Context: an optimization exercise on an open-source flow, tuned for small area and a short achievable clock period. The choices shown serve that exercise and are no tape-out recipe.
The RTL was checked by simulation tests, not by an equivalence proof against the original design.
Power figures rest on the tool's default switching activity, not on a simulated workload.

==> flow/design.v (excerpt) <==
module mac_16bit(out_rounded,md,mr,clk,rst);
output reg [26:0] out_rounded;
input [15:0] md,mr;
input clk,rst;
reg [15:0] MD;
reg [7:0] ONE, TWO, NEG;         
reg [78:0] P;                  
reg [39:0] A;                    
reg [5:0] CB;                 
reg [8:0] k;       
reg clr;           
reg z1;            
reg r1, z2;        
wire zero = !rst | clr;
wire [16:0] mrx = {mr, 1'b0};
wire [7:0] one_n, two_n, neg_n;
genvar g;
generate for (g = 0; g < 8; g = g + 1) begin : enc
  assign one_n[g] = mrx[2*g+1] ^ mrx[2*g];
  assign two_n[g] = (mrx[2*g+2] & ~mrx[2*g+1] & ~mrx[2*g]) | (~mrx[2*g+2] & mrx[2*g+1] & mrx[2*g]);
  assign neg_n[g] = mrx[2*g+2] & ~(mrx[2*g+1] & mrx[2*g]);
end endgenerate
wire [16:0] pp0 = (({17{ONE[0]}} & {MD[15], MD}) | ({17{TWO[0]}} & {MD, 1'b0})) ^ {17{NEG[0]}};
wire ns0 = ~pp0[16];
wire [16:0] pp1 = (({17{ONE[1]}} & {MD[15], MD}) | ({17{TWO[1]}} & {MD, 1'b0})) ^ {17{NEG[1]}};
wire ns1 = ~pp1[16];
wire [16:0] pp2 = (({17{ONE[2]}} & {MD[15], MD}) | ({17{TWO[2]}} & {MD, 1'b0})) ^ {17{NEG[2]}};
wire ns2 = ~pp2[16];
wire [16:0] pp3 = (({17{ONE[3]}} & {MD[15], MD}) | ({17{TWO[3]}} & {MD, 1'b0})) ^ {17{NEG[3]}};
wire ns3 = ~pp3[16];
wire [16:0] pp4 = (({17{ONE[4]}} & {MD[15], MD}) | ({17{TWO[4]}} & {MD, 1'b0})) ^ {17{NEG[4]}};
wire ns4 = ~pp4[16];
wire [16:0] pp5 = (({17{ONE[5]}} & {MD[15], MD}) | ({17{TWO[5]}} & {MD, 1'b0})) ^ {17{NEG[5]}};
wire ns5 = ~pp5[16];
wire [16:0] pp6 = (({17{ONE[6]}} & {MD[15], MD}) | ({17{TWO[6]}} & {MD, 1'b0})) ^ {17{NEG[6]}};
wire ns6 = ~pp6[16];
  ...
export LEC_CHECK = 0
export CAP_MARGIN = 20
export CORE_MARGIN = 2
export CORE_UTILIZATION = 60
export CTS_CLUSTER_DIAMETER = 100
export CTS_CLUSTER_SIZE = 20
export SETUP_SLACK_MARGIN = 4.05
export SLEW_MARGIN = 20
export SYNTH_HIERARCHICAL = 1
export SYNTH_MINIMUM_KEEP_SIZE = 0
create_clock -name core_clock -period 6.9 [get_ports {clk}]
standard.sh (not shown) runs the stock make flow with config.mk's settings and CLKGATE_MAP_FILE= SYNTH_SCRIPT=/design/flow/synth_recipe.tcl, a recipe that flattens the netlist after the stock synthesis.
==> flow/flow/run.sh <==
#!/bin/bash
# The standard layout (the standard.sh), except that the port buffers are
# sky130_fd_sc_hd__buf_2 cells instead of the default delay buffers.
set -euo pipefail
export BUFFER_PORTS_ARGS="-buffer_cell sky130_fd_sc_hd__buf_2"
bash standard.sh > standard.log 2>&1
The baseline finished clean.
Edit:
--- a/flow/config.mk
+++ b/flow/config.mk
@@ -12,3 +12,3 @@
 export CTS_CLUSTER_SIZE = 20
-export SETUP_SLACK_MARGIN = 4.05
+export SETUP_SLACK_MARGIN = 4.3
 export SLEW_MARGIN = 20
What happened:
- non-clock buffer count rose by 17
- cell count rose by 1.2%
- global-route usage fell by 0.17 points
- worst hold slack gets better by 6.6 ps
- via count rose by 1.5%
- first-iteration DRC count rose by 10%
- total power rose by 5.2%
- synthesized cell count stays the same
- cell area rose by 2.3%
Edit:
--- a/flow/config.mk
+++ b/flow/config.mk
@@ -9,6 +9,6 @@
 export CORE_MARGIN = 2
-export CORE_UTILIZATION = 60
+export CORE_UTILIZATION = 65
 export CTS_CLUSTER_DIAMETER = 100
 export CTS_CLUSTER_SIZE = 20
-export SETUP_SLACK_MARGIN = 4.3
+export SETUP_SLACK_MARGIN = 4.15
 export SLEW_MARGIN = 20
Result: Critical path depth stays the same; total power stays flat; final cell count came out lower by 3.2%; fmax came out lower by 2.4%; first-iteration DRC count came out higher by 11%.

* * *

lagoon:
Another version of the RTL of mac_16bit (not shown whole).
Size: ~0.013 mm^2 of cells after synthesis.
clock: 6.9 ns
lec_check: 0
cap_margin: 20
core_margin: 2
core_utilization: 60
setup_slack_margin: 4.15
slew_margin: 20
Scripts as last shown in full above: flow/flow/run.sh
lagoon: no failed stages, no open violations at the end
diff inputs: lagoon => harbor
diff --git a/flow/config.mk b/flow/config.mk
--- a/flow/config.mk
+++ b/flow/config.mk
@@ -9,3 +9,5 @@
 export CORE_MARGIN = 2
-export CORE_UTILIZATION = 60
+export CORE_UTILIZATION = 70
+export CTS_CLUSTER_DIAMETER = 100
+export CTS_CLUSTER_SIZE = 20
 export SETUP_SLACK_MARGIN = 4.15
==> summary.txt <==
As far as layout inverter count without the clock tree goes, harbor and lagoon are indistinguishable; the numbers are identical.
harbor drops more vias than lagoon.
Via count of the first global-routing pass, lagoon and harbor, lower one = lagoon.
As far as worst endpoint data arrival time is concerned, harbor and lagoon perform about the same.
Non-clock buffer count: harbor vs lagoon up about 3%
harbor vs lagoon: worst-case hold slack up in harbor
Higher sum of routed wire length over all layers among lagoon and harbor: lagoon
In the flow results for lagoon and harbor, the setup slack is smaller on harbor.
harbor — total of clock buffers placed in the layout 16 lower, lagoon as reference
The inputs of raven differ from those of harbor as listed below.
==> flow/run.sh (new file) <==
#!/bin/bash
# synth_recipe.tcl (not shown) runs the flow's synth.tcl, then flattens the netlist and writes it again
# the make line also repeats each setting of config.mk as NAME=value (left out here)
make -C /OpenROAD-flow-scripts/flow DESIGN_CONFIG=/design/flow/config.mk WORK_HOME=/design/flow/orfs CLKGATE_MAP_FILE= SYNTH_SCRIPT=/design/flow/synth_recipe.tcl finish
diff --git a/flow/config.mk b/flow/config.mk
--- a/flow/config.mk
+++ b/flow/config.mk
@@ -7,7 +7,6 @@
 export LEC_CHECK = 0
+export ABC_AREA = 1
 export CAP_MARGIN = 20
 export CORE_MARGIN = 2
-export CORE_UTILIZATION = 70
-export CTS_CLUSTER_DIAMETER = 100
-export CTS_CLUSTER_SIZE = 20
+export CORE_UTILIZATION = 40
 export SETUP_SLACK_MARGIN = 4.15
removed: flow/flow/run.sh
removed: flow/standard.sh
Results
raven finished every step from synthesis to the final layout, and the layout passed the timing, design-rule and antenna checks. | first-iteration DRC count | higher: raven |. raven vs harbor — global-route wire length before repair climbed by more than 10%. Number of library cell types mapped by synthesis: higher on harbor. Compared with harbor, raven shows a worst setup slack that is 0.054 ns lower. In raven relative to harbor, number of vias after detailed routing had gone up by more than 10%.
What amber does differently from raven at the input level:
==> flow/flow/run.sh (new file) <==
#!/bin/bash
# The standard layout (the standard.sh), except that the port buffers are
# sky130_fd_sc_hd__buf_2 cells instead of the default delay buffers.
set -euo pipefail
export BUFFER_PORTS_ARGS="-buffer_cell sky130_fd_sc_hd__buf_2"
bash standard.sh > standard.log 2>&1
==> flow/standard.sh (new file) <==
#!/bin/bash
# synth_recipe.tcl (not shown) runs the flow's synth.tcl, then flattens the netlist and writes it again
# the make line also repeats each setting of config.mk as NAME=value (left out here)
make -C /OpenROAD-flow-scripts/flow DESIGN_CONFIG=/design/flow/config.mk WORK_HOME=/design/flow/orfs CLKGATE_MAP_FILE= SYNTH_SCRIPT=/design/flow/synth_recipe.tcl "${@:-finish}"
diff --git a/flow/config.mk b/flow/config.mk
--- a/flow/config.mk
+++ b/flow/config.mk
@@ -7,7 +7,7 @@
 export LEC_CHECK = 0
-export ABC_AREA = 1
 export CAP_MARGIN = 20
 export CORE_MARGIN = 2
-export CORE_UTILIZATION = 40
+export CORE_UTILIZATION = 60
 export SETUP_SLACK_MARGIN = 4.15
 export SLEW_MARGIN = 20
+export TNS_END_PERCENT = 10
removed: flow/run.sh
==> summary.txt <==
amber completed every stage of the flow, and the final layout passed the timing, design-rule and antenna checks. When amber is measured against raven, its total power turns out 3.3% lower. Relative to raven, the setup slack of amber is lower by 0.010 ns. Compared with raven, amber shows first-iteration DRC count lower by about 50%. On clock network area share: amber sits above raven. amber vs. raven: total number of vias moved down, layout overhead on the synthesized area moved down.
Input-level comparison between sierra and amber:
==> flow/run.sh (new file) <==
#!/bin/bash
# synth_recipe.tcl (not shown) runs the flow's synth.tcl, then flattens the netlist and writes it again
# the make line also repeats each setting of config.mk as NAME=value (left out here)
make -C /OpenROAD-flow-scripts/flow DESIGN_CONFIG=/design/flow/config.mk WORK_HOME=/design/flow/orfs CLKGATE_MAP_FILE= SYNTH_SCRIPT=/design/flow/synth_recipe.tcl finish
diff --git a/flow/config.mk b/flow/config.mk
--- a/flow/config.mk
+++ b/flow/config.mk
@@ -9,5 +9,4 @@
 export CORE_MARGIN = 2
-export CORE_UTILIZATION = 60
-export SETUP_SLACK_MARGIN = 4.15
+export CORE_UTILIZATION = 40
+export SETUP_SLACK_MARGIN = 4.4
 export SLEW_MARGIN = 20
-export TNS_END_PERCENT = 10
removed: flow/flow/run.sh
removed: flow/standard.sh
- Number of combinational gates with multiple inputs delta (amber -> sierra): insignificant
- On shortest clock period the worst path allows after layout, sierra does better than amber.
- Layout overhead on the synthesized area ends up higher on sierra.
#### Input delta (maple over sierra)
diff --git a/flow/config.mk b/flow/config.mk
--- a/flow/config.mk
+++ b/flow/config.mk
@@ -9,4 +9,5 @@
 export CORE_MARGIN = 2
-export CORE_UTILIZATION = 40
-export SETUP_SLACK_MARGIN = 4.4
+export CORE_UTILIZATION = 60
+export PLACE_DENSITY = 0.8
+export SETUP_SLACK_MARGIN = 4.15
 export SLEW_MARGIN = 20
### Flow results
Both conditions hold for maple: the flow ran to the end and the final layout passed the timing, design-rule and antenna checks.
Comparing the two runs side by side, maple comes out behind sierra on shortest clock period the worst path allows after layout.
Compared with sierra, maple shows a lower timing-limited maximum frequency.
sierra reports its critical path class as flop to flop while maple reports flop to primary output.
The lower reg-to-reg setup timing slack came out of maple.
maple vs sierra — average via count per standard cell rose 15%.
On global-route usage: maple sits above sierra.

==> port drivers added, routing unchanged <==
Ports are ideal in the flow. The routed layouts listed here were re-timed in OpenROAD.
Step 1, drivers: a clkbuf_16 drives clk and a buf_2 each remaining input, both assumed.
Step 2 also shifts input and output timing later by t, the mid clock arrival at the registers, as if the neighbouring blocks saw the same clock.
Slacks: no drivers / after step 1 / after step 2; pairs: no drivers / after step 1.
run	t, ns	setup WS [ns]	hold WS [ns]	cell pins on the clock port's net
the first run of note 1	0.516	4.145 / 4.145 / 4.145	0.335 / 0.335 / 0.335	1
the second run of note 1	0.512	4.213 / 4.213 / 4.213	0.341 / 0.341 / 0.341	1
the third run of note 1	0.510	4.147 / 4.147 / 4.147	0.335 / 0.335 / 0.335	1
lagoon	0.559	4.247 / 4.247 / 3.849	0.327 / 0.327 / 0.327	1
harbor	0.517	4.223 / 4.223 / 3.837	0.335 / 0.335 / 0.335	1
raven	0.564	4.169 / 4.169 / 3.780	0.333 / 0.333 / 0.333	1
amber	0.556	4.159 / 4.159 / 3.814	0.335 / 0.335 / 0.335	1
sierra	0.560	4.286 / 4.286 / 4.192	0.335 / 0.335 / 0.335	1
maple	0.559	4.176 / 4.132 / 3.740	0.331 / 0.331 / 0.331	1
After both steps setup and hold are still met in every run listed. The setup slack of maple, which loses most, moves by -0.044 ns with the drivers and by -0.436 ns with both steps.
